This is an optimization exercise on Yosys and OpenROAD, whose aim is small area, not a production implementation. In this exercise RTL edits were held to simulation tests only and were not proved equivalent to the original. Power figures rest on the tool's default switching activity, not on a simulated workload.

`flow/config.mk`:
```
export PLATFORM = sky130hd
export DESIGN_NAME = systolic
export DESIGN_NICKNAME = systolic
export VERILOG_FILES = /design/flow/design.v
export SDC_FILE = /design/flow/constraint.sdc
export NUM_CORES = 4
export LEC_CHECK = 0
export CAP_MARGIN = 20
export CORE_MARGIN = 2
export CORE_UTILIZATION = 40
export CTS_CLUSTER_DIAMETER = 130
export CTS_CLUSTER_SIZE = 28
export GPL_TIMING_DRIVEN = 0
export SLEW_MARGIN = 20
export SYNTH_HIERARCHICAL = 1
export SYNTH_MINIMUM_KEEP_SIZE = 0
```
`flow/constraint.sdc`:
```
create_clock -name core_clock -period 7.0 [get_ports {clk}]
set_input_delay 1.4000 -clock core_clock [delete_from_list [all_inputs] [get_ports {clk}]]
set_output_delay 1.4000 -clock core_clock [all_outputs]
set_load 0.01 [all_outputs]
```
`flow/design.v`:
```
`timescale 1 ps / 1 ps
module counter
(
  input   wire       clk,
  input   wire       rst,
  output  reg  [3:0] cnt
);
always @(posedge clk)
  if (rst) cnt <= 4'd0;
  else     cnt <= cnt + 4'd1;
endmodule
`timescale 1 ps / 1 ps
module control
(
  input   wire       clk,
  input   wire       rst,
  input   wire       enable_row_count,
  output  wire [3:0] pixel_cntr_A,
  output  reg        slice_cntr_A,
  output  reg        pixel_cntr_B,
  output  wire [3:0] slice_cntr_B,
  output  wire [4:0] rd_addr_A,
  output  wire [4:0] rd_addr_B,
  output  wire       wrap         
);
wire [3:0] cnt;
counter cnt_inst (.clk(clk), .rst(rst), .cnt(cnt));
assign wrap = &cnt;
always @(posedge clk)
  if (rst) begin
    slice_cntr_A <= 1'b0;
    pixel_cntr_B <= 1'b0;
  end else begin
    if (wrap & enable_row_count) slice_cntr_A <= ~slice_cntr_A;
    if (wrap)                    pixel_cntr_B <= ~pixel_cntr_B;
  end
assign pixel_cntr_A = cnt;
assign slice_cntr_B = cnt;
assign rd_addr_A    = {slice_cntr_A, cnt};
assign rd_addr_B    = {pixel_cntr_B, cnt};
endmodule
`timescale 1 ps / 1 ps
module pe
(
    input   wire          clk,
    input   wire          clr,
    input   wire  [7:0]   in_a_n,
    input   wire  [7:0]   in_b_n,
    output  reg   [7:0]   a_n,
    output  reg   [7:0]   b_n,
    output  reg   [15:0]  acc
);
wire [15:0] accg = acc & {16{~clr}};
wire pp0_0 = ~(a_n[0] | b_n[0]);
wire pp0_1 = ~(a_n[0] | b_n[1]);
wire pp0_2 = ~(a_n[0] | b_n[2]);
wire pp0_3 = ~(a_n[0] | b_n[3]);
wire pp0_4 = ~(a_n[0] | b_n[4]);
wire pp0_5 = ~(a_n[0] | b_n[5]);
wire pp0_6 = ~(a_n[0] | b_n[6]);
wire pp0_7 = ~(a_n[0] | b_n[7]);
wire pp1_0 = ~(a_n[1] | b_n[0]);
wire pp1_1 = ~(a_n[1] | b_n[1]);
wire pp1_2 = ~(a_n[1] | b_n[2]);
wire pp1_3 = ~(a_n[1] | b_n[3]);
wire pp1_4 = ~(a_n[1] | b_n[4]);
wire pp1_5 = ~(a_n[1] | b_n[5]);
wire pp1_6 = ~(a_n[1] | b_n[6]);
wire pp1_7 = ~(a_n[1] | b_n[7]);
wire pp2_0 = ~(a_n[2] | b_n[0]);
wire pp2_1 = ~(a_n[2] | b_n[1]);
wire pp2_2 = ~(a_n[2] | b_n[2]);
wire pp2_3 = ~(a_n[2] | b_n[3]);
wire pp2_4 = ~(a_n[2] | b_n[4]);
wire pp2_5 = ~(a_n[2] | b_n[5]);
wire pp2_6 = ~(a_n[2] | b_n[6]);
wire pp2_7 = ~(a_n[2] | b_n[7]);
wire pp3_0 = ~(a_n[3] | b_n[0]);
wire pp3_1 = ~(a_n[3] | b_n[1]);
wire pp3_2 = ~(a_n[3] | b_n[2]);
wire pp3_3 = ~(a_n[3] | b_n[3]);
wire pp3_4 = ~(a_n[3] | b_n[4]);
wire pp3_5 = ~(a_n[3] | b_n[5]);
wire pp3_6 = ~(a_n[3] | b_n[6]);
wire pp3_7 = ~(a_n[3] | b_n[7]);
wire pp4_0 = ~(a_n[4] | b_n[0]);
wire pp4_1 = ~(a_n[4] | b_n[1]);
wire pp4_2 = ~(a_n[4] | b_n[2]);
wire pp4_3 = ~(a_n[4] | b_n[3]);
wire pp4_4 = ~(a_n[4] | b_n[4]);
wire pp4_5 = ~(a_n[4] | b_n[5]);
wire pp4_6 = ~(a_n[4] | b_n[6]);
wire pp4_7 = ~(a_n[4] | b_n[7]);
wire pp5_0 = ~(a_n[5] | b_n[0]);
wire pp5_1 = ~(a_n[5] | b_n[1]);
wire pp5_2 = ~(a_n[5] | b_n[2]);
wire pp5_3 = ~(a_n[5] | b_n[3]);
wire pp5_4 = ~(a_n[5] | b_n[4]);
wire pp5_5 = ~(a_n[5] | b_n[5]);
wire pp5_6 = ~(a_n[5] | b_n[6]);
wire pp5_7 = ~(a_n[5] | b_n[7]);
wire pp6_0 = ~(a_n[6] | b_n[0]);
wire pp6_1 = ~(a_n[6] | b_n[1]);
wire pp6_2 = ~(a_n[6] | b_n[2]);
wire pp6_3 = ~(a_n[6] | b_n[3]);
wire pp6_4 = ~(a_n[6] | b_n[4]);
wire pp6_5 = ~(a_n[6] | b_n[5]);
wire pp6_6 = ~(a_n[6] | b_n[6]);
wire pp6_7 = ~(a_n[6] | b_n[7]);
wire pp7_0 = ~(a_n[7] | b_n[0]);
wire pp7_1 = ~(a_n[7] | b_n[1]);
wire pp7_2 = ~(a_n[7] | b_n[2]);
wire pp7_3 = ~(a_n[7] | b_n[3]);
wire pp7_4 = ~(a_n[7] | b_n[4]);
wire pp7_5 = ~(a_n[7] | b_n[5]);
wire pp7_6 = ~(a_n[7] | b_n[6]);
wire pp7_7 = ~(a_n[7] | b_n[7]);
wire s0, c0;
ha us0 (.a(pp0_0), .b(accg[0]), .s(s0), .co(c0));
wire s1, c1;
fa us1 (.a(pp0_1), .b(pp1_0), .c(accg[1]), .s(s1), .co(c1));
wire s2, c2;
ha us2 (.a(c0), .b(s1), .s(s2), .co(c2));
wire s3, c3;
fa us3 (.a(pp0_2), .b(pp1_1), .c(pp2_0), .s(s3), .co(c3));
wire s4, c4;
fa us4 (.a(s3), .b(accg[2]), .c(c1), .s(s4), .co(c4));
wire s5, c5;
ha us5 (.a(c2), .b(s4), .s(s5), .co(c5));
wire s6, c6;
fa us6 (.a(pp0_3), .b(pp1_2), .c(pp2_1), .s(s6), .co(c6));
wire s7, c7;
fa us7 (.a(pp3_0), .b(c3), .c(s6), .s(s7), .co(c7));
wire s8, c8;
fa us8 (.a(accg[3]), .b(s7), .c(c4), .s(s8), .co(c8));
wire s9, c9;
ha us9 (.a(c5), .b(s8), .s(s9), .co(c9));
wire s10, c10;
fa us10 (.a(pp0_4), .b(pp1_3), .c(pp2_2), .s(s10), .co(c10));
wire s11, c11;
fa us11 (.a(pp3_1), .b(pp4_0), .c(c6), .s(s11), .co(c11));
wire s12, c12;
fa us12 (.a(s10), .b(accg[4]), .c(s11), .s(s12), .co(c12));
wire s13, c13;
fa us13 (.a(c7), .b(s12), .c(c8), .s(s13), .co(c13));
wire s14, c14;
ha us14 (.a(c9), .b(s13), .s(s14), .co(c14));
wire s15, c15;
fa us15 (.a(pp0_5), .b(pp1_4), .c(pp2_3), .s(s15), .co(c15));
wire s16, c16;
fa us16 (.a(pp3_2), .b(pp4_1), .c(pp5_0), .s(s16), .co(c16));
wire s17, c17;
fa us17 (.a(c10), .b(s15), .c(s16), .s(s17), .co(c17));
wire s18, c18;
fa us18 (.a(accg[5]), .b(c11), .c(s17), .s(s18), .co(c18));
wire s19, c19;
fa us19 (.a(c12), .b(s18), .c(c13), .s(s19), .co(c19));
wire s20, c20;
ha us20 (.a(c14), .b(s19), .s(s20), .co(c20));
wire s21, c21;
fa us21 (.a(pp0_6), .b(pp1_5), .c(pp2_4), .s(s21), .co(c21));
wire s22, c22;
fa us22 (.a(pp3_3), .b(pp4_2), .c(pp5_1), .s(s22), .co(c22));
wire s23, c23;
fa us23 (.a(pp6_0), .b(c15), .c(c16), .s(s23), .co(c23));
wire s24, c24;
fa us24 (.a(s21), .b(s22), .c(accg[6]), .s(s24), .co(c24));
wire s25, c25;
fa us25 (.a(s23), .b(c17), .c(s24), .s(s25), .co(c25));
wire s26, c26;
fa us26 (.a(c18), .b(s25), .c(c19), .s(s26), .co(c26));
wire s27, c27;
ha us27 (.a(c20), .b(s26), .s(s27), .co(c27));
wire s28, c28;
fa us28 (.a(pp0_7), .b(pp1_6), .c(pp2_5), .s(s28), .co(c28));
wire s29, c29;
fa us29 (.a(pp3_4), .b(pp4_3), .c(pp5_2), .s(s29), .co(c29));
wire s30, c30;
fa us30 (.a(pp6_1), .b(pp7_0), .c(c21), .s(s30), .co(c30));
wire s31, c31;
fa us31 (.a(c22), .b(s28), .c(s29), .s(s31), .co(c31));
wire s32, c32;
fa us32 (.a(accg[7]), .b(c23), .c(s30), .s(s32), .co(c32));
wire s33, c33;
fa us33 (.a(s31), .b(c24), .c(s32), .s(s33), .co(c33));
wire s34, c34;
fa us34 (.a(c25), .b(s33), .c(c26), .s(s34), .co(c34));
wire s35, c35;
ha us35 (.a(c27), .b(s34), .s(s35), .co(c35));
wire s36, c36;
fa us36 (.a(pp1_7), .b(pp2_6), .c(pp3_5), .s(s36), .co(c36));
wire s37, c37;
fa us37 (.a(pp4_4), .b(pp5_3), .c(pp6_2), .s(s37), .co(c37));
wire s38, c38;
fa us38 (.a(pp7_1), .b(c28), .c(c29), .s(s38), .co(c38));
wire s39, c39;
fa us39 (.a(s36), .b(s37), .c(accg[8]), .s(s39), .co(c39));
wire s40, c40;
fa us40 (.a(c30), .b(s38), .c(c31), .s(s40), .co(c40));
wire s41, c41;
fa us41 (.a(s39), .b(c32), .c(s40), .s(s41), .co(c41));
wire s42, c42;
fa us42 (.a(c33), .b(s41), .c(c34), .s(s42), .co(c42));
wire s43, c43;
ha us43 (.a(c35), .b(s42), .s(s43), .co(c43));
wire s44, c44;
fa us44 (.a(pp2_7), .b(pp3_6), .c(pp4_5), .s(s44), .co(c44));
wire s45, c45;
fa us45 (.a(pp5_4), .b(pp6_3), .c(pp7_2), .s(s45), .co(c45));
wire s46, c46;
fa us46 (.a(c36), .b(c37), .c(s44), .s(s46), .co(c46));
wire s47, c47;
fa us47 (.a(s45), .b(accg[9]), .c(c38), .s(s47), .co(c47));
wire s48, c48;
fa us48 (.a(s46), .b(c39), .c(s47), .s(s48), .co(c48));
wire s49, c49;
fa us49 (.a(c40), .b(s48), .c(c41), .s(s49), .co(c49));
wire s50, c50;
fa us50 (.a(s49), .b(c42), .c(c43), .s(s50), .co(c50));
wire s51, c51;
fa us51 (.a(pp3_7), .b(pp4_6), .c(pp5_5), .s(s51), .co(c51));
wire s52, c52;
fa us52 (.a(pp6_4), .b(pp7_3), .c(c44), .s(s52), .co(c52));
wire s53, c53;
fa us53 (.a(c45), .b(s51), .c(accg[10]), .s(s53), .co(c53));
wire s54, c54;
fa us54 (.a(s52), .b(c46), .c(s53), .s(s54), .co(c54));
wire s55, c55;
fa us55 (.a(c47), .b(s54), .c(c48), .s(s55), .co(c55));
wire s56, c56;
fa us56 (.a(c49), .b(s55), .c(c50), .s(s56), .co(c56));
wire s57, c57;
fa us57 (.a(pp4_7), .b(pp5_6), .c(pp6_5), .s(s57), .co(c57));
wire s58, c58;
fa us58 (.a(pp7_4), .b(c51), .c(s57), .s(s58), .co(c58));
wire s59, c59;
fa us59 (.a(accg[11]), .b(c52), .c(s58), .s(s59), .co(c59));
wire s60, c60;
fa us60 (.a(c53), .b(s59), .c(c54), .s(s60), .co(c60));
wire s61, c61;
fa us61 (.a(s60), .b(c55), .c(c56), .s(s61), .co(c61));
wire s62, c62;
fa us62 (.a(pp5_7), .b(pp6_6), .c(pp7_5), .s(s62), .co(c62));
wire s63, c63;
fa us63 (.a(c57), .b(s62), .c(accg[12]), .s(s63), .co(c63));
wire s64, c64;
fa us64 (.a(c58), .b(s63), .c(c59), .s(s64), .co(c64));
wire s65, c65;
ha us65 (.a(s64), .b(c60), .s(s65), .co(c65));
wire s66, c66;
fa us66 (.a(pp6_7), .b(pp7_6), .c(c62), .s(s66), .co(c66));
wire s67, c67;
fa us67 (.a(accg[13]), .b(s66), .c(c63), .s(s67), .co(c67));
wire s68, c68;
fa us68 (.a(s67), .b(c64), .c(c65), .s(s68), .co(c68));
wire s69, c69;
fa us69 (.a(pp7_7), .b(accg[14]), .c(c66), .s(s69), .co(c69));
wire s70, c70;
fa us70 (.a(s69), .b(c67), .c(c68), .s(s70), .co(c70));
wire x71 = accg[15] ^ c69 ^ c70;
wire q12 = s65 ^ c61;
wire g13 = s65 & c61;
wire q13 = s68 ^ g13;
wire pr13 = s65 & s68;
wire g14 = pr13 & c61;
wire q14 = s70 ^ g14;
wire pr14 = pr13 & s70;
wire g15 = pr14 & c61;
wire q15 = x71 ^ g15;
wire pr15 = pr14 & x71;
wire [15:0] nxt = {q15, q14, q13, q12, s61, s56, s50, s43, s35, s27, s20, s14, s9, s5, s2, s0};
always @(posedge clk) begin
    a_n <= in_a_n;
    b_n <= in_b_n;
    acc <= nxt;
end
endmodule
module fa (input wire a, input wire b, input wire c, output wire s, output wire co);
assign s  = a ^ b ^ c;
assign co = (a & b) | (a & c) | (b & c);
endmodule
module ha (input wire a, input wire b, output wire s, output wire co);
assign s  = a ^ b;
assign co = a & b;
endmodule
`timescale 1 ps / 1 ps
module systolic
#
(
    parameter   D_W  = 8,  
    parameter   D_W_ACC = 16,  
    parameter   N   = 8,
    parameter   M   = 16
)
(
    input   wire                                        clk,
    input   wire                                        rst,
    input   wire                                        enable_row_count_A,
    output  wire    [$clog2(M)-1:0]                     pixel_cntr_A,
    output  wire    [($clog2(M/N)?$clog2(M/N):1)-1:0]   slice_cntr_A,
    output  wire    [($clog2(M/N)?$clog2(M/N):1)-1:0]   pixel_cntr_B,
    output  wire    [$clog2(M)-1:0]                     slice_cntr_B,
    output  wire    [$clog2((M*M)/N)-1:0]               rd_addr_A,
    output  wire    [$clog2((M*M)/N)-1:0]               rd_addr_B,
    input   wire    [N*D_W-1:0]                         A,  
    input   wire    [N*D_W-1:0]                         B,  
    output  wire    [N*N*D_W_ACC-1:0]                   D,  
    output  wire    [N*N-1:0]                           valid_D  
);
wire wrap;
control control_inst
  (
    .clk                  (clk),
    .rst                  (rst),
    .enable_row_count     (enable_row_count_A),
    .pixel_cntr_A         (pixel_cntr_A),
    .slice_cntr_A         (slice_cntr_A),
    .pixel_cntr_B         (pixel_cntr_B),
    .slice_cntr_B         (slice_cntr_B),
    .rd_addr_A            (rd_addr_A),
    .rd_addr_B            (rd_addr_B),
    .wrap                 (wrap)
  );
reg        was15;
reg [15:0] chain;    
reg [14:0] clr;
always @(posedge clk) begin
  was15       <= wrap;
  chain[0]    <= (pixel_cntr_A == 4'd0) && was15;
  chain[15:1] <= rst ? 15'd0 : chain[14:0];
  clr         <= rst ? 15'h7fff : chain[14:0];
end
wire [D_W-1:0] fa [N-1:0][N:0];
wire [D_W-1:0] fb [N:0][N-1:0];
genvar i, j;
generate
  for (i = 0; i < N; i = i + 1) begin : g_in
    assign fa[i][0] = rst ? {D_W{1'b1}} : ~A[i*D_W +: D_W];
    assign fb[0][i] = rst ? {D_W{1'b1}} : ~B[i*D_W +: D_W];
  end
  for (i = 0; i < N; i = i + 1) begin : g_row
    for (j = 0; j < N; j = j + 1) begin : g_col
      assign valid_D[i*N+j] = chain[i+j+1];
      pe pe_v
      (
        .clk    (clk),
        .clr    (clr[i+j]),
        .in_a_n (fa[i][j]),
        .in_b_n (fb[i][j]),
        .a_n    (fa[i][j+1]),
        .b_n    (fb[i+1][j]),
        .acc    (D[(i*N+j)*D_W_ACC +: D_W_ACC])
      );
    end
  end
endgenerate
endmodule
```
`flow/flow/run.sh`:
```
#!/bin/bash
# Standard layout, with two changes: the port buffers are made from the
# smallest buffer cell, and the buffers synthesis leaves on the nets between
# processing elements are removed at floorplan (placement here is not
# timing-driven, which is where the standard flow would remove them).
set -e
export BUFFER_PORTS_ARGS="-buffer_cell sky130_fd_sc_hd__buf_1"
export REMOVE_ABC_BUFFERS=1
bash standard.sh > standard.log 2>&1
```
`flow/standard.sh`:
```
#!/bin/bash
# synth_recipe.tcl (not shown) runs the flow's synth.tcl, then flattens the netlist and writes it again
# the make line also repeats each setting of config.mk as NAME=value (left out here)
make -C /OpenROAD-flow-scripts/flow DESIGN_CONFIG=/design/flow/config.mk WORK_HOME=/design/flow/orfs CLKGATE_MAP_FILE= SYNTH_SCRIPT=/design/flow/synth_recipe.tcl "${@:-finish}"
```
==> results.cfg, run 1 <==
[routing]
detail-route-antenna-nets = 0
drc = 0
vias = 96521
wl_microns = 458000
via_per_inst = 5.05
drt_pre_antenna_iters = 6
wl_per_cell_microns = 24.0
drtIter0Drc = 5160

[critical_path]
max_stage_delay_ps = 560
endpoint_kind = flop
worstPathArrival_ps = 7380
crit_type = reg -> reg
crit_top_cell = fa_1
path_cells = buf_16 > buf_16 > and2b_1 > fa_1 > fa_1 > fa_1 > fa_1 > fa_1 > fa_1 > fa_1 > fa_1 > ha_1 > fa_1 > fa_1 > fa_1 > ha_1 > xor2_1
critPathMaxFanout = 56
worst_ep_required_time_ps = 7790
cp_slowest_cell = dfxtp_4
critPathLaunchType = flop

[floorplan]
fp.dieW_microns = 637
die_area_sq_um = 406000
io_pins = 1239
die_h_microns = 637
core_area_sq_um = 399000
row_count = 232
start_util = 0.401

[worst_hold_path]
hp-class = reg -> reg

[synthesis]
synth_compound_area_frac = 0.000109
syn_area_sq_um = 160000
synthSimpleGateAreaFrac = 0.148
synthAdderAreaFrac = 0.543
synth_area_leader_cell = fa_1
ys_types = 23
synth_area_leaders = fa_1 49%, dfxtp_1 26%, nor2_1 9.6%
synth_xor_xnor_area_share = 0.0176
synth_top_family_by_area = adder cells
ys_ff_latch = 2086
synth_mux_area_frac = 0.0000937
syn-mean-instance-area_sq_um = 11.8
yosys_warnings = 10
syn-instance-count = 13622
synth_top_area_frac = 0.488
ys_seq_area_frac = 0.261

[sta]
worst_pin_slew_ps = 938
fin_skew_ps = 70.4
slew_violations = 0
max_clock_freq_ghz = 0.152
slew_headroom = 0.374
hold_slack_ps = 408
min_period_over_period = 0.941
hold_viol = 0
setup_violations = 0
rsz0062_at_grt = no
finalCriticalPeriod_ps = 6590

[pwr]
power_w = 0.0409
power.density_nw_per_um2 = 240
peakVddDrop_uv = 210
p_leak_nw = 80.9

[clocking]
cts.repair.resized = 0
cts.sinks = 2086
root_buffer = clkbuf_16
clkTransAtPathRegs_ps = 110
cts_tree = done
htree_levels = 3
cts_buffers = 101
cts_buffer_depth = 4
cts_hold_buffers = 0
clk_latency_ps = 910

[placement]
gp_congestion = 0.896
dpl_cell_area_sq_um = 167000
port_buffers = 1238
hpwlAfterDp_microns = 381000

[global_route]
grt.overflow.total = 0
grt_antenna_before_repair = 23
grt_pass1_vias = 108945
track_usage = 0.230
grt_max_degree = 59
grt_pass1_wl_microns = 699000

[run]
max_cap_viol_count = 0

[outcome]
outcome = timing/DRC/antenna clean

[final_layout]
fillers = 37394
drive_above_1_share = 0.0133
nets = 18538
design_area_sq_um = 170000
syn_to_final_growth_pct = 6.32
final_cell_mix = 4101 x nor2_1, 3904 x fa_1, 2073 x dfxtp_1
final_common_cell = nor2_1
routing by layer:
metal	vias up	GRT usage	share of wire
li1	41182	-	-
met1	51659	0.263	0.36
met2	2899	0.397	0.50
met3	747	0.0463	0.063
met4	34	0.140	0.076
met5	-	0	0.00049
metrics by stage:
step	util	TNS (ps)	setup WS, ps	instances
finish	0.427	0	414	19116
detailed placement	0.419	0	153	18959
global placement	0.417	-727400	-3130	18941
global route	0.427	0	157	19111
CTS	0.427	0	171	19108
floorplan	-	-14710	-430	12438
per-module statistics from Yosys (local to each module, per instance):
| module | area, sq um | cells inside | flip-flops and latches | copies in the design |
|---|---|---|---|---|
| counter | 145 | 13 | 4 | 1 |
| fa | 20.0 | 1 | 0 | 3904 |
| systolic | 2210 | 273 | 32 | 1 |
| ha | 12.5 | 1 | 0 | 640 |
| pe | 1120 | 137 | 32 | 64 |
| control | 205 | 24 | 2 | 1 |
sequential cells by signal (all words and copies together) (netlist names):
signal                     cells
g_row.g_col.pe_v.acc        1024
g_row.g_col.pe_v.a_n         512
g_row.g_col.pe_v.b_n         512
chain                         16
clr                           15
control_inst.cnt_inst.cnt      4
control_inst.pixel_cntr_B      1
control_inst.slice_cntr_A      1
was15                          1
cell type report:
cell class	count	area, sq um	share of cell area
Multi-Input combinational cell	10352	114000	0.667
Sequential cell	2086	41800	0.245
Tap cell	5265	6590	0.0387
Timing Repair Buffer	1257	5110	0.0300
Clock buffer	111	2630	0.0154
Clock inverter	38	593	0.00348
Antenna cell	7	17.5	0.000103
kinds of logic (layout without fill, tap and decap cells):
| group | after synthesis | after routing |
|---|---|---|
| AO/OA/AOI/OAI | 2 | 2 |
| XOR/XNOR | 322 | 322 |
| adder cells (fa/ha/maj) | 4609 | 4609 |
| buffers and inverters | 1184 | 1406 |
| flip-flops | 2086 | 2086 |
| multiplexers | 1 | 1 |
| other | 0 | 7 |
| AND/OR/NAND/NOR | 5418 | 5418 |
cells in the mapped netlist (all sizes together):
cell    count
ha        705
mux2        1
and2b     192
nand3      65
nand4      64
xor2       64
nor2b     849
and2        1
nand2b    129
nor2     4101
buf       158
dfxtp    2086
fa       3904
a21oi       1
or2        15
and4        1
a31o        1
clkbuf   1026
xnor2     258
nor4        1
critical path: cells and delay by family (launching register included):
| kind | cells | cell delay [ps] |
|---|---|---|
| xor+xnor | 1 | 150 |
| fa+ha+maj | 13 | 4910 |
| buf+inv | 2 | 530 |
| flops | 1 | 560 |
| simple gates | 1 | 230 |
repair_timing:
action,4_1_cts,5_1_grt
endpoints found under the setup margin,0,3
endpoints found under the hold margin,0,0
buffers inserted,0,1
final timing paths:
check | startpoint | to | slack [ps] | depth (start not counted)
setup / recovery | clr[6] | g_row[1].g_col[5].pe_v.acc[13] | 410 | 17
hold / removal | was15 | chain[0] | 410 | 1
setup reg to reg | clr[6] | g_row[1].g_col[5].pe_v.acc[13] | 410 | 17
hold reg to reg | was15 | chain[0] | 410 | 1
power breakdown:
group | switching [W] | leakage, nW | internal [W]
sequential | 0.00262 | 17.4 | 0.0146
combinational | 0.00986 | 61.9 | 0.00635
clock | 0.00447 | 1.56 | 0.00302
==> inputs of run 2 (changes only) <==
--- a/flow/config.mk
+++ b/flow/config.mk
@@ -9,6 +9,6 @@
 export CORE_MARGIN = 2
 export CORE_UTILIZATION = 40
-export CTS_CLUSTER_DIAMETER = 130
-export CTS_CLUSTER_SIZE = 28
+export CTS_CLUSTER_DIAMETER = 120
+export CTS_CLUSTER_SIZE = 25
 export GPL_TIMING_DRIVEN = 0
 export SLEW_MARGIN = 20
==> results.cfg, run 2 <==
[routing]
drtIter0Drc = 5271
drt_pre_antenna_iters = 5
wl_microns = 459000
via_per_inst = 5.05
drc = 0
wl_per_cell_microns = 24.0
detail-route-antenna-nets = 0
vias = 96741

[pwr]
p_leak_nw = 81.1
power.density_nw_per_um2 = 242
peakVddDrop_uv = 215
power_w = 0.0413

[global_route]
grt_pass1_wl_microns = 700000
grt.overflow.total = 0
grt_antenna_before_repair = 24
grt_pass1_vias = 109200
grt_max_degree = 59
track_usage = 0.231

[clocking]
clk_latency_ps = 920
cts_tree = done
cts_buffers = 115
clkTransAtPathRegs_ps = 110
cts.repair.resized = 0
cts_hold_buffers = 0
cts_buffer_depth = 4
htree_levels = 3
root_buffer = clkbuf_16
cts.sinks = 2086

[synthesis]
synth_top_family_by_area = adder cells
ys_top_cells_by_count = 4101 x nor2_1, 3904 x fa_1, 2086 x dfxtp_1, 1026 x clkbuf_1, 849 x nor2b_1
synthArstFlopShare = 0
synthSimpleGateAreaFrac = 0.148
syn-mean-instance-area_sq_um = 11.8
synth_compound_area_frac = 0.000109
synth.most_common_cell = nor2_1
synthAdderAreaFrac = 0.543
synth_xor_xnor_area_share = 0.0176
synth_top_area_frac = 0.488
syn-instance-count = 13622
ys_seq_area_frac = 0.261
synth_area_leaders = fa_1 49%, dfxtp_1 26%, nor2_1 9.6%
yosys_warnings = 10
syn_area_sq_um = 160000
synth_mux_area_frac = 0.0000937
synth_area_leader_cell = fa_1
ys.flop_type = dfxtp_1
ys_types = 23
synth_edf_count = 0
ys_ff_latch = 2086

[sta]
rsz0062_at_grt = no
min_period_over_period = 0.950
hold_viol = 0
max_clock_freq_ghz = 0.150
fin_skew_ps = 73.1
slew_violations = 0
worst_pin_slew_ps = 966
setup_violations = 0
slew_headroom = 0.355
final.setup.tns_ps = 0
finalCriticalPeriod_ps = 6650
fin_ws_ps = 352
hold_slack_ps = 412

[final_layout]
final_cell_mix = 4101 x nor2_1, 3904 x fa_1, 2073 x dfxtp_1
drive_above_1_share = 0.0148
largest_reg_flops = 1024
syn_to_final_growth_pct = 6.55
largest_register = g_row.g_col.pe_v.acc
nets = 18552
top_regs = g_row.g_col.pe_v.acc (1024), g_row.g_col.pe_v.a_n (512), g_row.g_col.pe_v.b_n (512)
final_common_cell = nor2_1
fin_cells = 19138

[critical_path]
worstPathArrival_ps = 7430
endpoint_kind = flop
critPathMaxFanout = 56
max_stage_delay_ps = 550
regToRegSetupSlack_ps = 350
crit_top_cell = fa_1
path_buf_inv = 2
crit_type = reg -> reg
path_cells = buf_16 > buf_16 > and2b_1 > fa_1 > fa_1 > fa_1 > fa_1 > fa_1 > fa_1 > fa_1 > fa_1 > ha_1 > fa_1 > fa_1 > fa_1 > ha_1 > xor2_1
critPathLaunchType = flop
worst_ep_required_time_ps = 7780
cp_slowest_cell = dfxtp_4
critPathTopFamily = adder cells

[floorplan]
core_area_sq_um = 399000
start_util = 0.401
fp.dieW_microns = 637
die_area_sq_um = 406000
die_h_microns = 637
io_pins = 1239
row_count = 232

[outcome]
outcome = timing/DRC/antenna clean

[run]
max_cap_viol_count = 0

[placement]
placed_cells = 18959
hpwlAfterDp_microns = 381000
gp_congestion = 0.896
post-place-ws_ps = 153
port_buffers = 1238

[worst_hold_path]
hp-class = reg -> reg
run 2: cell types whose count changed in the layout (fill, tap and decap cells not counted), moves of 2 or more:
cell,before,now
bufinv_16,5,1
clkbuf_1,5,7
clkbuf_16,102,115
clkinv_16,1,4
clkinv_2,0,4
clkinv_4,2,5
clkinv_8,4,9
inv_8,5,2
run 2: layout make-up:
class / instances / area, sq um
timing repair buffer: 1257 / 5110
clock inverter: 47 / 654
clock buffer: 125 / 2950
tap: 5265 / 6590
antenna: 6 / 15.0
fill: 37342 / 228000
multi-input combinational: 10352 / 114000
sequential: 2086 / 41800
run 2: per-stage QoR:
step / utilization / cell area (sq um)
after floorplan: - / 155000
after global placement: 0.417 / 167000
after detailed placement: 0.419 / 167000
after CTS: 0.428 / 171000
after global routing: 0.428 / 171000
final: 0.428 / 171000
run 2: where the power goes:
part	internal [W]	leakage (nW)	switching, W
logic	0.00636	61.9	0.00987
registers	0.0146	17.4	0.00262
clock network	0.00321	1.74	0.00464
run 2: cells by family (layout without fill, tap and decap cells):
family | after synthesis | in the layout
other | 0 | 6
buffers and inverters | 1184 | 1429
multiplexers | 1 | 1
adder cells (fa/ha/maj) | 4609 | 4609
AND/OR/NAND/NOR | 5418 | 5418
AO/OA/AOI/OAI | 2 | 2
flip-flops | 2086 | 2086
XOR/XNOR | 322 | 322
run 2: timing repair:
action                                  4_1_cts  5_1_grt
endpoints found under the setup margin        0        4
setup buffers                                 0        1
endpoints found under the hold margin         0        0
run 2: modules after synthesis, one instance, submodules excluded:
module | copies in the design | area (sq um) | flip-flops and latches
systolic | 1 | 2210 | 32
pe | 64 | 1120 | 32
counter | 1 | 145 | 4
ha | 640 | 12.5 | 0
fa | 3904 | 20.0 | 0
control | 1 | 205 | 2
run 2: worst reg2reg max path, stage by stage (launching register included):
cell and delay (ps):
dfxtp_4 550, buf_16 240, buf_16 390, and2b_1 240, fa_1 390, fa_1 400
fa_1 400, fa_1 420, fa_1 410, fa_1 390, fa_1 410, fa_1 440
ha_1 210, fa_1 410, fa_1 400, fa_1 430, ha_1 230, xor2_1 150
run 2: final timing paths:
kind              depth (start not counted)                              to    from
setup / recovery                         17  g_row[1].g_col[5].pe_v.acc[13]  clr[6]
hold / removal                            1                        chain[0]   was15
setup reg to reg                         17  g_row[1].g_col[5].pe_v.acc[13]  clr[6]
hold reg to reg                           1                        chain[0]   was15
run 2: routing by layer:
metal | wire length (microns) | track usage | vias to the layer above | part of all wire
met2 | 229000 | 0.396 | 2943 | 0.50
met4 | 35300 | 0.143 | 28 | 0.077
met5 | 180 | 0 | - | 0.00039
met3 | 29200 | 0.0476 | 743 | 0.064
li1 | - | - | 41233 | -
met1 | 166000 | 0.263 | 51794 | 0.36
==> inputs of run 3 (changes only) <==
==> flow/flow/run.sh (replaced) <==
#!/bin/bash
# Standard layout (the standard.sh) with these changes:
#  - the port buffers are made from the smallest buffer cell;
#  - the buffers synthesis leaves on the nets between processing elements
#    are removed at floorplan (placement here is not timing-driven, which is
#    where the standard flow would remove them);
#  - clock tree: larger sink clusters and no dummy loads.
set -e
export BUFFER_PORTS_ARGS="-buffer_cell sky130_fd_sc_hd__buf_1"
export REMOVE_ABC_BUFFERS=1
export CTS_ARGS="-sink_clustering_enable -repair_clock_nets -sink_clustering_size 25 -sink_clustering_max_diameter 120 -dont_use_dummy_load"
bash standard.sh > standard.log 2>&1
--- a/flow/config.mk
+++ b/flow/config.mk
@@ -8,5 +8,5 @@
 export CAP_MARGIN = 20
 export CORE_MARGIN = 2
-export CORE_UTILIZATION = 40
+export CORE_UTILIZATION = 55
 export CTS_CLUSTER_DIAMETER = 120
 export CTS_CLUSTER_SIZE = 25
==> results.cfg, run 3 <==
[outcome]
outcome = timing/DRC/antenna clean

[routing]
drt_pre_antenna_iters = 5
drc = 0
drtIter0Drc = 6259
detail-route-antenna-nets = 0
wl_per_cell_microns = 25.1
wl_microns = 444000
via_per_inst = 5.52
vias = 97742

[final_layout]
final_common_cell = nor2_1
nets = 18539
largest_register = g_row.g_col.pe_v.acc
fin_cells = 17715
drive_above_1_share = 0.0103
top_regs = g_row.g_col.pe_v.acc (1024), g_row.g_col.pe_v.a_n (512), g_row.g_col.pe_v.b_n (512)
largest_reg_flops = 1024
syn_to_final_growth_pct = 4.85
final_cell_mix = 4101 x nor2_1, 3904 x fa_1, 2073 x dfxtp_1
post-route-util = 0.579

[global_route]
grt_antenna_before_repair = 26
grt.overflow.total = 0
met3_usage = 0.0880
grt_pass1_wl_microns = 685000
grt_pass1_vias = 111265
grt_use_met2 = 0.496
grt_use_met1 = 0.373
track_usage = 0.310
grt.busiest_layer = met2
grt_max_degree = 65

[synthesis]
syn_area_sq_um = 160000
synthAdderAreaFrac = 0.543
synth_compound_area_frac = 0.000109
synth.most_common_cell = nor2_1
synth_xor_xnor_area_share = 0.0176
synth_top_area_frac = 0.488
synth_area_leader_cell = fa_1
synthSimpleGateAreaFrac = 0.148
ys_top_cells_by_count = 4101 x nor2_1, 3904 x fa_1, 2086 x dfxtp_1, 1026 x clkbuf_1, 849 x nor2b_1
synth_area_leaders = fa_1 49%, dfxtp_1 26%, nor2_1 9.6%
ys.flop_type = dfxtp_1
syn-instance-count = 13622
ys_seq_area_frac = 0.261
synth_edf_count = 0
yosys_warnings = 10
ys_types = 23
ys_ff_latch = 2086
synth_mux_area_frac = 0.0000937
synthArstFlopShare = 0
syn-mean-instance-area_sq_um = 11.8
synth_top_family_by_area = adder cells

[sta]
finalCriticalPeriod_ps = 6730
rsz0062_at_grt = no
min_period_over_period = 0.962
max_clock_freq_ghz = 0.149
hold_viol = 0
fin_skew_ps = 71.0
slew_violations = 0
hold_slack_ps = 443
slew_headroom = 0.232
worst_pin_slew_ps = 1150
setup_violations = 0

[critical_path]
r2r_start = clr[7]
regToRegSetupSlack_ps = 270
r2r_cells = 17
max_stage_delay_ps = 630
worst_ep_required_time_ps = 7790
crit_type = reg -> reg
crit_top_cell = fa_1
path_cells = buf_12 > buf_16 > and2b_1 > fa_1 > fa_1 > fa_1 > fa_1 > fa_1 > fa_1 > fa_1 > fa_1 > ha_1 > fa_1 > fa_1 > fa_1 > ha_1 > xor2_1
critPathLaunchType = flop
cp_slowest_cell = dfxtp_4
critPathMaxFanout = 60
r2r-end = g_row[1].g_col[6].pe_v.acc[13]
worstPathArrival_ps = 7520
endpoint_kind = flop

[worst_hold_path]
hp-start = was15
whs_path_depth = 1
hp-class = reg -> reg
hold_end = chain[0]

[floorplan]
row_count = 198
die_h_microns = 544
die_area_sq_um = 296000
start_util = 0.552
fp.dieW_microns = 544
io_pins = 1239
core_area_sq_um = 290000

[clocking]
cts_hold_buffers = 0
cts_tree = done
cts_buffer_depth = 4
post_cts_buffers = 0
root_buffer = clkbuf_16
clkTransAtPathRegs_ps = 100
htree_levels = 3
clk_latency_ps = 920
cts.sinks = 2086
cts_buffers = 105
cts.repair.resized = 0

[pwr]
power.density_nw_per_um2 = 239
peakVddDrop_uv = 219
p_leak_nw = 80.6
power_w = 0.0401

[placement]
gp_congestion = 0.927
port_buffers = 1238
hpwlAfterDp_microns = 366000
placed_cells = 17592

[run]
max_cap_viol_count = 0
run 3: layer usage:
layer  wire length [microns]  vias to the layer above  part of all wire
met2                  209000                     3730              0.47
met5                      63                        -           0.00014
li1                        -                    41132                 -
met4                   33400                       10             0.075
met1                  163000                    52018              0.37
met3                   38100                      852             0.086
run 3: per-stage QoR:
| stage | cell area, sq um | setup slack, ps | setup TNS, ps |
|---|---|---|---|
| floorplan | 155000 | -430 | -14710 |
| global placement | 165000 | -2690 | -600570 |
| detailed placement | 165000 | 302 | 0 |
| CTS | 168000 | 269 | 0 |
| global route | 168000 | 41.0 | 0 |
| finish | 168000 | 269 | 0 |
run 3: cell type report:
cell class                 count  area [sq um]
timing repair buffer        1254          5040
fill                       24248        122000
clock buffer                 105          2630
multi-input combinational  10352        114000
sequential                  2086         41800
antenna                       18          45.0
tap                         3900          4880
run 3: power breakdown:
| group | switching [W] | internal [W] | total, W |
|---|---|---|---|
| clock | 0.00403 | 0.00268 | 0.00671 |
| sequential | 0.00256 | 0.0146 | 0.0172 |
| combinational | 0.00979 | 0.00641 | 0.0162 |
run 3: critical path: cells and delay by family, from the launching register on:
kind	cells	cell delay (ps)
adders and majority gates	13	4960
DFF	1	630
buffers and inverters	2	540
and+or+nand+nor	1	240
xor gates and xnor gates	1	160
run 3: cells by family after synthesis:
group,after synthesis
multiplexers,1
XOR/XNOR,322
AND/OR/NAND/NOR,5418
adder cells (fa/ha/maj),4609
AO/OA/AOI/OAI,2
buffers and inverters,1184
flip-flops,2086
run 3: worst max-delay path by stage:
| stage | start | end | depth (start not counted) |
|---|---|---|---|
| 2_1_floorplan | clr[7] | g_row[0].g_col[7].pe_v.acc[13] | 15 |
| 3_3_place_gp | clr[7] | g_row[1].g_col[6].pe_v.acc[13] | 15 |
| 3_5_place_dp | clr[7] | g_row[1].g_col[6].pe_v.acc[13] | 17 |
| 4_1_cts | clr[7] | g_row[1].g_col[6].pe_v.acc[13] | 17 |
| 5_1_grt | clr[7] | g_row[1].g_col[6].pe_v.acc[13] | 17 |
| 6_report | clr[7] | g_row[1].g_col[6].pe_v.acc[13] | 17 |
run 3: Yosys stat by module (local to each module, per instance):
module	area, sq um	flops+latches
fa	20.0	0
control	205	2
pe	1120	32
systolic	2210	32
ha	12.5	0
counter	145	4
==> inputs of run 4 (changes only) <==
--- a/flow/config.mk
+++ b/flow/config.mk
@@ -8,5 +8,5 @@
 export CAP_MARGIN = 20
 export CORE_MARGIN = 2
-export CORE_UTILIZATION = 55
+export CORE_UTILIZATION = 40
 export CTS_CLUSTER_DIAMETER = 120
 export CTS_CLUSTER_SIZE = 25
==> results.cfg, run 4 <==
[outcome]
outcome = timing/DRC/antenna clean

[worst_hold_path]
hp-start = was15
hp-class = reg -> reg

[clocking]
htree_levels = 3
cts_hold_buffers = 0
cts.sinks = 2086
cts_buffers = 115
cts.repair.resized = 0
post_cts_buffers = 0
cts_buffer_depth = 4
cts_tree = done
clkTransAtPathRegs_ps = 110
clk_latency_ps = 910
root_buffer = clkbuf_16

[final_layout]
top_regs = g_row.g_col.pe_v.acc (1024), g_row.g_col.pe_v.a_n (512), g_row.g_col.pe_v.b_n (512)
largest_reg_flops = 1024
syn_to_final_growth_pct = 6.11
final_common_cell = nor2_1
design_area_sq_um = 170000
largest_register = g_row.g_col.pe_v.acc
drive_above_1_share = 0.0112
final_cell_mix = 4101 x nor2_1, 3904 x fa_1, 2073 x dfxtp_1
nets = 18552

[synthesis]
synth_xor_xnor_area_share = 0.0176
ys_types = 23
synth_area_leaders = fa_1 49%, dfxtp_1 26%, nor2_1 9.6%
synth_mux_area_frac = 0.0000937
synthSimpleGateAreaFrac = 0.148
synth.most_common_cell = nor2_1
synth_top_family_by_area = adder cells
synth_compound_area_frac = 0.000109
synth_area_leader_cell = fa_1
ys_seq_area_frac = 0.261
yosys_warnings = 10
syn_area_sq_um = 160000
synthAdderAreaFrac = 0.543
ys_ff_latch = 2086
synth_edf_count = 0
synth_top_area_frac = 0.488
syn-mean-instance-area_sq_um = 11.8
ys.flop_type = dfxtp_1
syn-instance-count = 13622
ys_top_cells_by_count = 4101 x nor2_1, 3904 x fa_1, 2086 x dfxtp_1, 1026 x clkbuf_1, 849 x nor2b_1
synthArstFlopShare = 0

[floorplan]
row_count = 232
start_util = 0.401
die_area_sq_um = 406000
fp.dieW_microns = 637
die_h_microns = 637
core_area_sq_um = 399000
io_pins = 1239

[global_route]
grt_max_degree = 59
grt_pass1_wl_microns = 700000
grt_antenna_before_repair = 23
grt.overflow.total = 0
grt.busiest_layer = met2
grt_pass1_vias = 109094
track_usage = 0.230
met3_usage = 0.0479
grt_use_met2 = 0.396
grt_use_met1 = 0.262

[placement]
port_buffers = 1238
gp_congestion = 0.896
dpl_cell_area_sq_um = 167000
hpwlAfterDp_microns = 381000

[routing]
detail-route-antenna-nets = 0
drc = 0
wl_microns = 459000
drtIter0Drc = 5085
wl_per_cell_microns = 24.0
via_per_inst = 5.06
drt_pre_antenna_iters = 5
vias = 96610

[sta]
hold_viol = 0
max_clock_freq_ghz = 0.150
min_period_over_period = 0.952
finalCriticalPeriod_ps = 6670
hold_slack_ps = 388
slew_headroom = 0.339
fin_skew_ps = 117
slew_violations = 0
rsz0062_at_grt = no
setup_violations = 0
worst_pin_slew_ps = 990

[critical_path]
critPathLaunchType = flop
path_cells = buf_16 > buf_16 > and2b_1 > fa_1 > fa_1 > fa_1 > fa_1 > fa_1 > fa_1 > fa_1 > fa_1 > ha_1 > fa_1 > fa_1 > fa_1 > ha_1 > xor2_1
crit_top_cell = fa_1
worst_ep_required_time_ps = 7740
worstPathArrival_ps = 7410
max_stage_delay_ps = 540
r2r_start = clr[6]
crit_type = reg -> reg
critPathMaxFanout = 56
cp_slowest_cell = dfxtp_4
endpoint_kind = flop
critPathLaunch = clr[6]

[pwr]
power.density_nw_per_um2 = 238
p_leak_nw = 80.8
peakVddDrop_uv = 217

[run]
max_cap_viol_count = 0
[run 4: final cells by class]
class	count	area, sq um
antenna	8	20.0
clock buffer	115	2880
fill	37408	229000
multi-input combinational	10352	114000
sequential	2086	41800
tap	5265	6590
timing repair buffer	1257	5110
[run 4: report_power, final]
part           switching (W)  total (W)  internal, W  leakage (nW)
Sequential           0.00261     0.0172       0.0146          17.4
Clock                0.00419    0.00710      0.00291          1.42
Combinational        0.00986     0.0162      0.00635          61.9
[run 4: kinds of logic after synthesis]
family,count (synthesis)
DFF,2086
muxes,1
buffers and inverters,1184
and+or+nand+nor,5418
adders and majority gates,4609
AOI/OAI and AO/OA,2
xor gates and xnor gates,322
[run 4: final timing paths]
check / endpoint / slack [ps] / cells after the start
setup / recovery: g_row[1].g_col[5].pe_v.acc[13] / 330 / 17
hold reg to reg: chain[0] / 390 / 1
setup reg to reg: g_row[1].g_col[5].pe_v.acc[13] / 330 / 17
hold / removal: chain[0] / 390 / 1
[run 4: worst max-delay path: cells and delay by family (launching register included)]
family                     cells  cell delay (ps)
adders and majority gates     13             4920
DFF                            1              540
buffers and inverters          2              540
and+or+nand+nor                1              230
xor gates and xnor gates       1              150
[run 4: modules after synthesis (local to each module, per instance)]
module	area [sq um]	copies in the design	flops+latches	cells inside
control	205	1	2	24
counter	145	1	4	13
fa	20.0	3904	0	1
ha	12.5	640	0	1
pe	1120	64	32	137
systolic	2210	1	32	273
[run 4: stage by stage]
step / cells / setup WS, ps / power [W] / utilization / setup TNS (ps)
final: 19083 / 334 / 0.0405 / 0.426 / 0
after global placement: 18941 / -3130 / 0.0336 / 0.417 / -727400
after floorplan: 12438 / -430 / 0.0266 / - / -14710
after CTS: 19074 / 139 / 0.0413 / 0.426 / 0
after global routing: 19076 / 104 / 0.0437 / 0.426 / 0
after detailed placement: 18959 / 153 / 0.0339 / 0.419 / 0
[run 4: routing by layer]
metal  up-vias  share of wire  wire [microns]
met5         -        0.00036             166
met4        26          0.078           35700
met3       771          0.065           29800
met2      2995           0.50          229000
met1     51654           0.36          164000
li1      41164              -               -
==> inputs of run 5 (changes only) <==
--- a/flow/config.mk
+++ b/flow/config.mk
@@ -9,7 +9,6 @@
 export CORE_MARGIN = 2
 export CORE_UTILIZATION = 40
-export CTS_CLUSTER_DIAMETER = 120
-export CTS_CLUSTER_SIZE = 25
 export GPL_TIMING_DRIVEN = 0
+export PLACE_DENSITY = 0.8
 export SLEW_MARGIN = 20
 export SYNTH_HIERARCHICAL = 1
==> results.cfg, run 5 <==
[outcome]
outcome = timing/DRC/antenna clean

[synthesis]
synth_area_leaders = fa_1 49%, dfxtp_1 26%, nor2_1 9.6%
syn-mean-instance-area_sq_um = 11.8
synth_area_leader_cell = fa_1
syn_area_sq_um = 160000
yosys_warnings = 10
ys.flop_type = dfxtp_1
synth.most_common_cell = nor2_1
synth_edf_count = 0
syn-instance-count = 13622
ys_ff_latch = 2086
synth_top_area_frac = 0.488
synthArstFlopShare = 0
ys_top_cells_by_count = 4101 x nor2_1, 3904 x fa_1, 2086 x dfxtp_1, 1026 x clkbuf_1, 849 x nor2b_1
ys_types = 23
ys_seq_area_frac = 0.261

[sta]
worst_pin_slew_ps = 1050
fin_ws_ps = 212
rsz0062_at_grt = no
slew_violations = 0
slew_headroom = 0.305
hold_viol = 0
max_clock_freq_ghz = 0.147
fin_skew_ps = 110
setup_violations = 0
hold_slack_ps = 436
min_period_over_period = 0.970
finalCriticalPeriod_ps = 6790

[floorplan]
row_count = 232
fp.dieW_microns = 637
start_util = 0.401
io_pins = 1239
die_area_sq_um = 406000
core_area_sq_um = 399000
die_h_microns = 637

[placement]
placed_cells = 18959
gp_congestion = 0.943
hpwlAfterDp_microns = 394000
post-place-ws_ps = 210
port_buffers = 1238

[critical_path]
critPathLaunch = clr[7]
crit_type = reg -> reg
endpoint_kind = flop
r2r-end = g_row[5].g_col[2].pe_v.acc[13]
worstPathArrival_ps = 7560
critPathMaxFanout = 57
worst_ep_required_time_ps = 7780
regToRegSetupSlack_ps = 210
r2r_cells = 17
endpoint = g_row[5].g_col[2].pe_v.acc[13]
r2r_start = clr[7]
critPathLaunchType = flop

[pwr]
power.density_nw_per_um2 = 241
p_leak_nw = 80.8
peakVddDrop_uv = 270

[worst_hold_path]
hp-class = reg -> reg

[routing]
via_per_inst = 5.29
drt_pre_antenna_iters = 6
detail-route-antenna-nets = 0
vias = 100951
drc = 0
wl_microns = 477000
wl_per_cell_microns = 25.0
drtIter0Drc = 7862

[clocking]
clk_latency_ps = 930
clkTransAtPathRegs_ps = 100
cts.repair.resized = 0
cts_tree = done
htree_levels = 3
cts.sinks = 2086
post_cts_buffers = 0
cts_buffer_depth = 4
cts_buffers = 113
root_buffer = clkbuf_16
cts_hold_buffers = 0

[global_route]
grt_antenna_before_repair = 47
grt.overflow.total = 0
grt_pass1_wl_microns = 718000
grt_pass1_vias = 113547
track_usage = 0.237
grt_max_degree = 62

[final_layout]
fin_cells = 19078
syn_to_final_growth_pct = 6.06
post-route-util = 0.426
largest_register = g_row.g_col.pe_v.acc
largest_reg_flops = 1024
nets = 18549
final_cell_mix = 4101 x nor2_1, 3904 x fa_1, 2073 x dfxtp_1
final_common_cell = nor2_1
top_regs = g_row.g_col.pe_v.acc (1024), g_row.g_col.pe_v.a_n (512), g_row.g_col.pe_v.b_n (512)
drive_above_1_share = 0.0110

[run]
max_cap_viol_count = 0
run 5: cell counts after synthesis:
No cell type changed its count.
run 5: cell families after synthesis:
logic type,Yosys count,synth area share
AO/OA/AOI/OAI,2,0.000109
XOR/XNOR,322,0.0176
adder cells (fa/ha/maj),4609,0.543
buffers and inverters,1184,0.0303
flip-flops,2086,0.261
multiplexers,1,0.0000937
AND/OR/NAND/NOR,5418,0.148
run 5: layout make-up:
type	instances	area (sq um)
fill	36143	229000
multi-input combinational	10352	114000
sequential	2086	41800
tap	5265	6590
timing repair buffer	1256	5100
clock buffer	113	2830
antenna	6	15.0
run 5: worst min path at each step:
stage                                               end  depth (start not counted)  slack, ps                     startpoint
after global routing      g_row[3].g_col[7].pe_v.b_n[0]                          0        440  g_row[2].g_col[7].pe_v.b_n[0]
after CTS                 g_row[7].g_col[3].pe_v.b_n[5]                          0        430  g_row[6].g_col[3].pe_v.b_n[5]
after detailed placement                       chain[0]                          1        420                          was15
final                                          chain[0]                          1        440                          was15
after global placement                         chain[0]                          1        410                          was15
after floorplan                                  clr[0]                          1        410                       chain[0]
run 5: where the power goes:
group / internal, W / total [W] / switching (W) / leakage, nW
clock: 0.00286 / 0.00706 / 0.00419 / 1.39
sequential: 0.0146 / 0.0173 / 0.00269 / 17.4
combinational: 0.00649 / 0.0167 / 0.0102 / 61.9
total: 0.0240 / 0.0410 / 0.0171 / 80.8
run 5: Yosys stat by module, one instance, submodules excluded:
module | cell area, sq um | cells inside | flops+latches
systolic | 2210 | 273 | 32
ha | 12.5 | 1 | 0
counter | 145 | 13 | 4
pe | 1120 | 137 | 32
fa | 20.0 | 1 | 0
control | 205 | 24 | 2
run 5: routing by layer:
metal	up-vias	track usage	wire [microns]
met4	52	0.227	58000
met5	-	0	335
met1	52870	0.251	152000
met3	1493	0.0611	41200
met2	5380	0.386	225000
li1	41156	-	-
run 5: through the flow:
stage,cell area [sq um],total power [W],TNS (ps)
6_report,170000,0.0410,0
5_1_grt,170000,0.0438,0
4_1_cts,170000,0.0413,0
3_5_place_dp,167000,0.0341,0
3_3_place_gp,167000,0.0333,-667540
2_1_floorplan,155000,0.0266,-14710
run 5: critical path, stage by stage, from the launching register on:
cell	delay (ps)
dfxtp_4	500
buf_16	300
buf_16	250
and2b_1	240
fa_1	370
fa_1	390
fa_1	380
fa_1	400
fa_1	390
fa_1	420
fa_1	580
fa_1	490
ha_1	200
fa_1	380
fa_1	390
fa_1	450
ha_1	240
xor2_1	160
==> inputs of run 6 (changes only) <==
--- a/flow/config.mk
+++ b/flow/config.mk
@@ -8,7 +8,6 @@
 export CAP_MARGIN = 20
 export CORE_MARGIN = 2
-export CORE_UTILIZATION = 40
+export CORE_UTILIZATION = 55
 export GPL_TIMING_DRIVEN = 0
-export PLACE_DENSITY = 0.8
 export SLEW_MARGIN = 20
 export SYNTH_HIERARCHICAL = 1
==> results.cfg, run 6 <==
[sta]
rsz0062_at_grt = no
slew_violations = 0
hold_viol = 0
worst_pin_slew_ps = 1150
fin_skew_ps = 71.0
hold_slack_ps = 443
finalCriticalPeriod_ps = 6730
min_period_over_period = 0.962
setup_violations = 0
slew_headroom = 0.232
max_clock_freq_ghz = 0.149

[global_route]
grt.overflow.total = 0
track_usage = 0.310
grt_pass1_vias = 111265
grt_antenna_before_repair = 26
grt_max_degree = 65
grt_pass1_wl_microns = 685000

[synthesis]
yosys_warnings = 10
syn-mean-instance-area_sq_um = 11.8
synthArstFlopShare = 0
ys_types = 23
synth_area_leader_cell = fa_1
syn-instance-count = 13622
ys.flop_type = dfxtp_1
ys_top_cells_by_count = 4101 x nor2_1, 3904 x fa_1, 2086 x dfxtp_1, 1026 x clkbuf_1, 849 x nor2b_1
synth.most_common_cell = nor2_1
syn_area_sq_um = 160000
ys_seq_area_frac = 0.261
synth_area_leaders = fa_1 49%, dfxtp_1 26%, nor2_1 9.6%
synth_top_area_frac = 0.488
ys_ff_latch = 2086
synth_edf_count = 0

[clocking]
root_buffer = clkbuf_16
cts.sinks = 2086
cts_buffers = 105
clk_latency_ps = 920
cts_buffer_depth = 4
cts_tree = done
cts.repair.resized = 0
clkTransAtPathRegs_ps = 100
cts_hold_buffers = 0
post_cts_buffers = 0
htree_levels = 3

[critical_path]
path_cells = buf_12 > buf_16 > and2b_1 > fa_1 > fa_1 > fa_1 > fa_1 > fa_1 > fa_1 > fa_1 > fa_1 > ha_1 > fa_1 > fa_1 > fa_1 > ha_1 > xor2_1
endpoint_kind = flop
crit_type = reg -> reg
worst_ep_required_time_ps = 7790
critPathMaxFanout = 60
worstPathArrival_ps = 7520
critPathLaunchType = flop
cp_slowest_cell = dfxtp_4
max_stage_delay_ps = 630
critPathLaunch = clr[7]
path_buf_inv = 2
crit_top_cell = fa_1
r2r_start = clr[7]
critPathTopFamily = adder cells

[worst_hold_path]
hp-class = reg -> reg
hp-start = was15

[routing]
detail-route-antenna-nets = 0
top_layer_used = met5
drtIter0Drc = 6259
via_per_inst = 5.52
drc = 0
vias = 97742
dr_wl_met2_microns = 209000
wl_per_cell_microns = 25.1
met3_wirelength_microns = 38100
wl_met1_microns = 163000
drt_pre_antenna_iters = 5
wl_microns = 444000

[pwr]
peakVddDrop_uv = 219
power.density_nw_per_um2 = 239
power_w = 0.0401
p_leak_nw = 80.6

[final_layout]
largest_register = g_row.g_col.pe_v.acc
top_regs = g_row.g_col.pe_v.acc (1024), g_row.g_col.pe_v.a_n (512), g_row.g_col.pe_v.b_n (512)
final_common_cell = nor2_1
syn_to_final_growth_pct = 4.85
nets = 18539
final_cell_mix = 4101 x nor2_1, 3904 x fa_1, 2073 x dfxtp_1
drive_above_1_share = 0.0103
fillers = 24248
largest_reg_flops = 1024

[placement]
gp_congestion = 0.927
hpwlAfterDp_microns = 366000
port_buffers = 1238

[floorplan]
die_h_microns = 544
row_count = 198
fp.dieW_microns = 544
io_pins = 1239
core_area_sq_um = 290000
die_area_sq_um = 296000
start_util = 0.552

[outcome]
outcome = timing/DRC/antenna clean

[run]
max_cap_viol_count = 0
-- run 6: cell count changes in the layout (fill, tap and decap cells not counted) --
cell / change
buf_16: -3
diode_2: +12
clkbuf_16: -8
buf_12: +1
-- run 6: cell families after synthesis --
logic type | Yosys count | share of synthesized area
mux | 1 | 0.0000937
xor+xnor | 322 | 0.0176
fa+ha+maj | 4609 | 0.543
flops | 2086 | 0.261
buf+inv | 1184 | 0.0303
compound gates | 2 | 0.000109
simple gates | 5418 | 0.148
-- run 6: per-layer routing --
metal | GRT usage | vias to the layer above
li1 | - | 41132
met1 | 0.373 | 52018
met2 | 0.496 | 3730
met3 | 0.0880 | 852
met4 | 0.189 | 10
met5 | 0 | -
-- run 6: area by class of cell --
type | instances | area [sq um] | area share
flip-flops and latches | 2086 | 41800 | 0.249
repair buffers | 1254 | 5040 | 0.0300
multi-input cells | 10352 | 114000 | 0.676
clock buffers | 105 | 2630 | 0.0156
well taps | 3900 | 4880 | 0.0290
diodes | 18 | 45.0 | 0.000268
-- run 6: worst paths after layout --
kind / end / slack, ps / cells after the start
setup reg to reg: g_row[1].g_col[6].pe_v.acc[13] / 270 / 17
hold / removal: chain[0] / 440 / 1
hold reg to reg: chain[0] / 440 / 1
setup / recovery: g_row[1].g_col[6].pe_v.acc[13] / 270 / 17
-- run 6: Yosys stat by module, one instance, submodules excluded --
module	copies in the design	flip-flops and latches	cells inside
control	1	2	24
pe	64	32	137
counter	1	4	13
fa	3904	0	1
systolic	1	32	273
ha	640	0	1
-- run 6: power by group --
group / total, W / internal (W) / switching [W] / leakage (nW)
combinational: 0.0162 / 0.00641 / 0.00979 / 61.9
clock: 0.00671 / 0.00268 / 0.00403 / 1.29
sequential: 0.0172 / 0.0146 / 0.00256 / 17.4
-- run 6: metrics by stage --
step | utilization | setup WS (ps) | TNS [ps] | cell area (sq um) | std cells
after global routing | 0.579 | 41.0 | 0 | 168000 | 17708
after detailed placement | 0.569 | 302 | 0 | 165000 | 17592
after CTS | 0.578 | 269 | 0 | 168000 | 17697
after global placement | 0.568 | -2690 | -600570 | 165000 | 17576
after floorplan | - | -430 | -14710 | 155000 | 12438
final | 0.579 | 269 | 0 | 168000 | 17715
-- run 6: worst register-to-register path, delay by kind of cell (launching register included) --
family | cells | cell delay [ps]
DFF | 1 | 630
adders and majority gates | 13 | 4960
and+or+nand+nor | 1 | 300
buffers and inverters | 2 | 570
xor gates and xnor gates | 1 | 160
==> inputs of run 7 (changes only) <==
--- a/flow/config.mk
+++ b/flow/config.mk
@@ -9,4 +9,5 @@
 export CORE_MARGIN = 2
 export CORE_UTILIZATION = 55
+export GPL_ROUTABILITY_DRIVEN = 0
 export GPL_TIMING_DRIVEN = 0
 export SLEW_MARGIN = 20
==> results.cfg, run 7 <==
[outcome]
outcome = timing/DRC/antenna clean

[global_route]
grt_pass1_wl_microns = 685000
grt.overflow.total = 0
grt_pass1_vias = 112300
track_usage = 0.309
grt_max_degree = 65
grt_antenna_before_repair = 37

[synthesis]
ys_ff_latch = 2086
syn_area_sq_um = 160000
syn-instance-count = 13622
ys_seq_area_frac = 0.261
yosys_warnings = 10
synth_top_family_by_area = adder cells
synth.most_common_cell = nor2_1
synthAdderAreaFrac = 0.543
synth_area_leaders = fa_1 49%, dfxtp_1 26%, nor2_1 9.6%
ys_types = 23
ys_top_cells_by_count = 4101 x nor2_1, 3904 x fa_1, 2086 x dfxtp_1, 1026 x clkbuf_1, 849 x nor2b_1
synth_xor_xnor_area_share = 0.0176
syn-mean-instance-area_sq_um = 11.8
synth_compound_area_frac = 0.000109
synth_mux_area_frac = 0.0000937
synth_edf_count = 0
synth_area_leader_cell = fa_1
ys.flop_type = dfxtp_1
synth_top_area_frac = 0.488
synthArstFlopShare = 0
synthSimpleGateAreaFrac = 0.148

[clocking]
cts_buffer_depth = 4
clkTransAtPathRegs_ps = 100
cts_buffers = 104
htree_levels = 3
clk_latency_ps = 890
root_buffer = clkbuf_16
post_cts_buffers = 0
cts.repair.resized = 0
cts_hold_buffers = 0
cts_tree = done
cts.sinks = 2086

[final_layout]
nets = 18538
final_common_cell = nor2_1
post-route-util = 0.579
syn_to_final_growth_pct = 4.83
top_regs = g_row.g_col.pe_v.acc (1024), g_row.g_col.pe_v.a_n (512), g_row.g_col.pe_v.b_n (512)
final_cell_mix = 4101 x nor2_1, 3904 x fa_1, 2073 x dfxtp_1
drive_above_1_share = 0.0102
fillers = 24248
largest_reg_flops = 1024
largest_register = g_row.g_col.pe_v.acc

[pwr]
p_clk_frac = 0.167
power_frac_seq = 0.430
p_sw_frac = 0.409
power.density_nw_per_um2 = 238
share_comb_of_total_power = 0.403
peakVddDrop_uv = 198
p_leak_nw = 80.6
p_int_w = 0.0237
p_switching_w = 0.0164

[critical_path]
endpoint_kind = flop
worstPathArrival_ps = 7450
critPathLaunch = clr[8]
crit_top_cell = fa_1
critPathMaxFanout = 60
cp_slowest_cell = dfxtp_4
critPathLaunchType = flop
r2r_start = clr[8]
crit_type = reg -> reg
path_cells = buf_16 > and2b_1 > fa_1 > fa_1 > fa_1 > fa_1 > fa_1 > fa_1 > fa_1 > fa_1 > ha_1 > fa_1 > fa_1 > fa_1 > ha_1 > xor2_1
max_stage_delay_ps = 830
worst_ep_required_time_ps = 7760

[sta]
setup_violations = 0
worst_pin_slew_ps = 1110
slew_headroom = 0.258
fin_skew_ps = 58.2
slew_violations = 0
hold_viol = 0
min_period_over_period = 0.955
finalCriticalPeriod_ps = 6690
hold_slack_ps = 434
max_clock_freq_ghz = 0.150
rsz0062_at_grt = no

[routing]
met3_wirelength_microns = 39300
drtIter0Drc = 6368
wl_met1_microns = 161000
drt_pre_antenna_iters = 5
wl_microns = 442000
wl_per_cell_microns = 25.0
detail-route-antenna-nets = 0
vias = 98212
drc = 0
top_layer_used = met5
via_per_inst = 5.54
dr_wl_met2_microns = 209000

[run]
max_cap_viol_count = 0

[floorplan]
core_area_sq_um = 290000
start_util = 0.552
fp.dieW_microns = 544
io_pins = 1239
die_h_microns = 544
die_area_sq_um = 296000
row_count = 198

[worst_hold_path]
hp-class = reg -> reg
hp-start = was15

[placement]
hpwlAfterDp_microns = 363000
port_buffers = 1238
[run 7: cell count changes in the layout (fill, tap and decap cells not counted)]
cell | previous run | this run
buf_12 | 7 | 8
clkbuf_16 | 105 | 104
buf_16 | 9 | 8
[run 7: kinds of logic (layout without fill, tap and decap cells)]
| kind of cell | after synthesis | in the layout |
|---|---|---|
| AND/OR/NAND/NOR | 5418 | 5418 |
| adder cells (fa/ha/maj) | 4609 | 4609 |
| flip-flops | 2086 | 2086 |
| buffers and inverters | 1184 | 1358 |
| XOR/XNOR | 322 | 322 |
| AO/OA/AOI/OAI | 2 | 2 |
| multiplexers | 1 | 1 |
| other | 0 | 18 |
[run 7: power groups by stage]
stage                     logic [W]  registers (W)  clock network (W)
final                        0.0161         0.0172            0.00671
after global placement       0.0158         0.0174                  0
after global routing         0.0183         0.0175            0.00730
after detailed placement     0.0162         0.0174                  0
after CTS                    0.0164         0.0172            0.00695
after floorplan             0.00905         0.0175                  0
[run 7: final cells by class]
| cell class | instances | area, sq um | share of cell area |
|---|---|---|---|
| flip-flops and latches | 2086 | 41800 | 0.249 |
| repair buffers | 1254 | 5030 | 0.0299 |
| diodes | 18 | 45.0 | 0.000268 |
| clock buffers | 104 | 2600 | 0.0155 |
| well taps | 3900 | 4880 | 0.0290 |
| multi-input cells | 10352 | 114000 | 0.676 |
[run 7: metrics by stage]
stage	power (W)	instances	area [sq um]	worst slack (ps)	setup TNS [ps]
3_3_place_gp	0.0332	17576	165000	-2700	-593780
3_5_place_dp	0.0336	17592	165000	316	0
4_1_cts	0.0405	17696	168000	264	0
6_report	0.0401	17714	168000	312	0
2_1_floorplan	0.0266	12438	155000	-430	-14710
5_1_grt	0.0431	17706	168000	60.5	0
[run 7: per-module statistics from Yosys, one instance, submodules excluded]
| module | cell area (sq um) | copies in the design |
|---|---|---|
| ha | 12.5 | 640 |
| systolic | 2210 | 1 |
| counter | 145 | 1 |
| pe | 1120 | 64 |
| control | 205 | 1 |
| fa | 20.0 | 3904 |
[run 7: routing by layer]
| metal | vias up | track usage |
|---|---|---|
| met4 | 18 | 0.187 |
| met1 | 52037 | 0.373 |
| met2 | 4121 | 0.496 |
| met3 | 907 | 0.0839 |
| met5 | - | 0 |
| li1 | 41129 | - |
[run 7: worst max-delay path: cells and delay by family, from the launching register on]
| kind | cells | cell delay [ps] |
|---|---|---|
| xor+xnor | 1 | 160 |
| fa+ha+maj | 13 | 4880 |
| buf+inv | 1 | 300 |
| flops | 1 | 830 |
| simple gates | 1 | 240 |
[run 7: worst paths after layout]
path / to / slack, ps / depth (start not counted)
setup reg to reg: g_row[3].g_col[5].pe_v.acc[13] / 310 / 16
setup / recovery: g_row[3].g_col[5].pe_v.acc[13] / 310 / 16
hold reg to reg: chain[0] / 430 / 1
hold / removal: chain[0] / 430 / 1

afterwards: timing with drivers on the ports:
The flow's constraints put no driver on any port. The routed layouts listed below were extracted and timed again, unchanged, in two steps. Step 1 assumes that a clkbuf_16 drives the clock port and a buf_2 every other input. Step 2 adds t to the input delays and takes it off the output delays; t is the mean of the earliest and latest rising clock arrival at the registers after step 1. Input paths then give back, and output paths get back, about the clock's delay inside the block. Three values: no drivers, after step 1, after step 2; two values: the first two.
| run | t (ns) | slack for setup (ns) | worst data-port slew with drivers (ns) |
|---|---|---|---|
| run 1 | 0.988 | 0.414 / 0.414 / 0.414 | 0.17 |
| run 2 | 0.998 | 0.352 / 0.352 / 0.352 | 0.18 |
| run 3 | 0.993 | 0.269 / 0.269 / 0.269 | 0.18 |
| run 4 | 0.972 | 0.334 / 0.334 / 0.334 | 0.17 |
| run 5 | 0.960 | 0.212 / 0.212 / 0.212 | 0.18 |
| run 6 | 0.993 | 0.269 / 0.269 / 0.269 | 0.18 |
| run 7 | 0.971 | 0.312 / 0.312 / 0.312 | 0.17 |
After both steps every run listed still meets setup and hold.
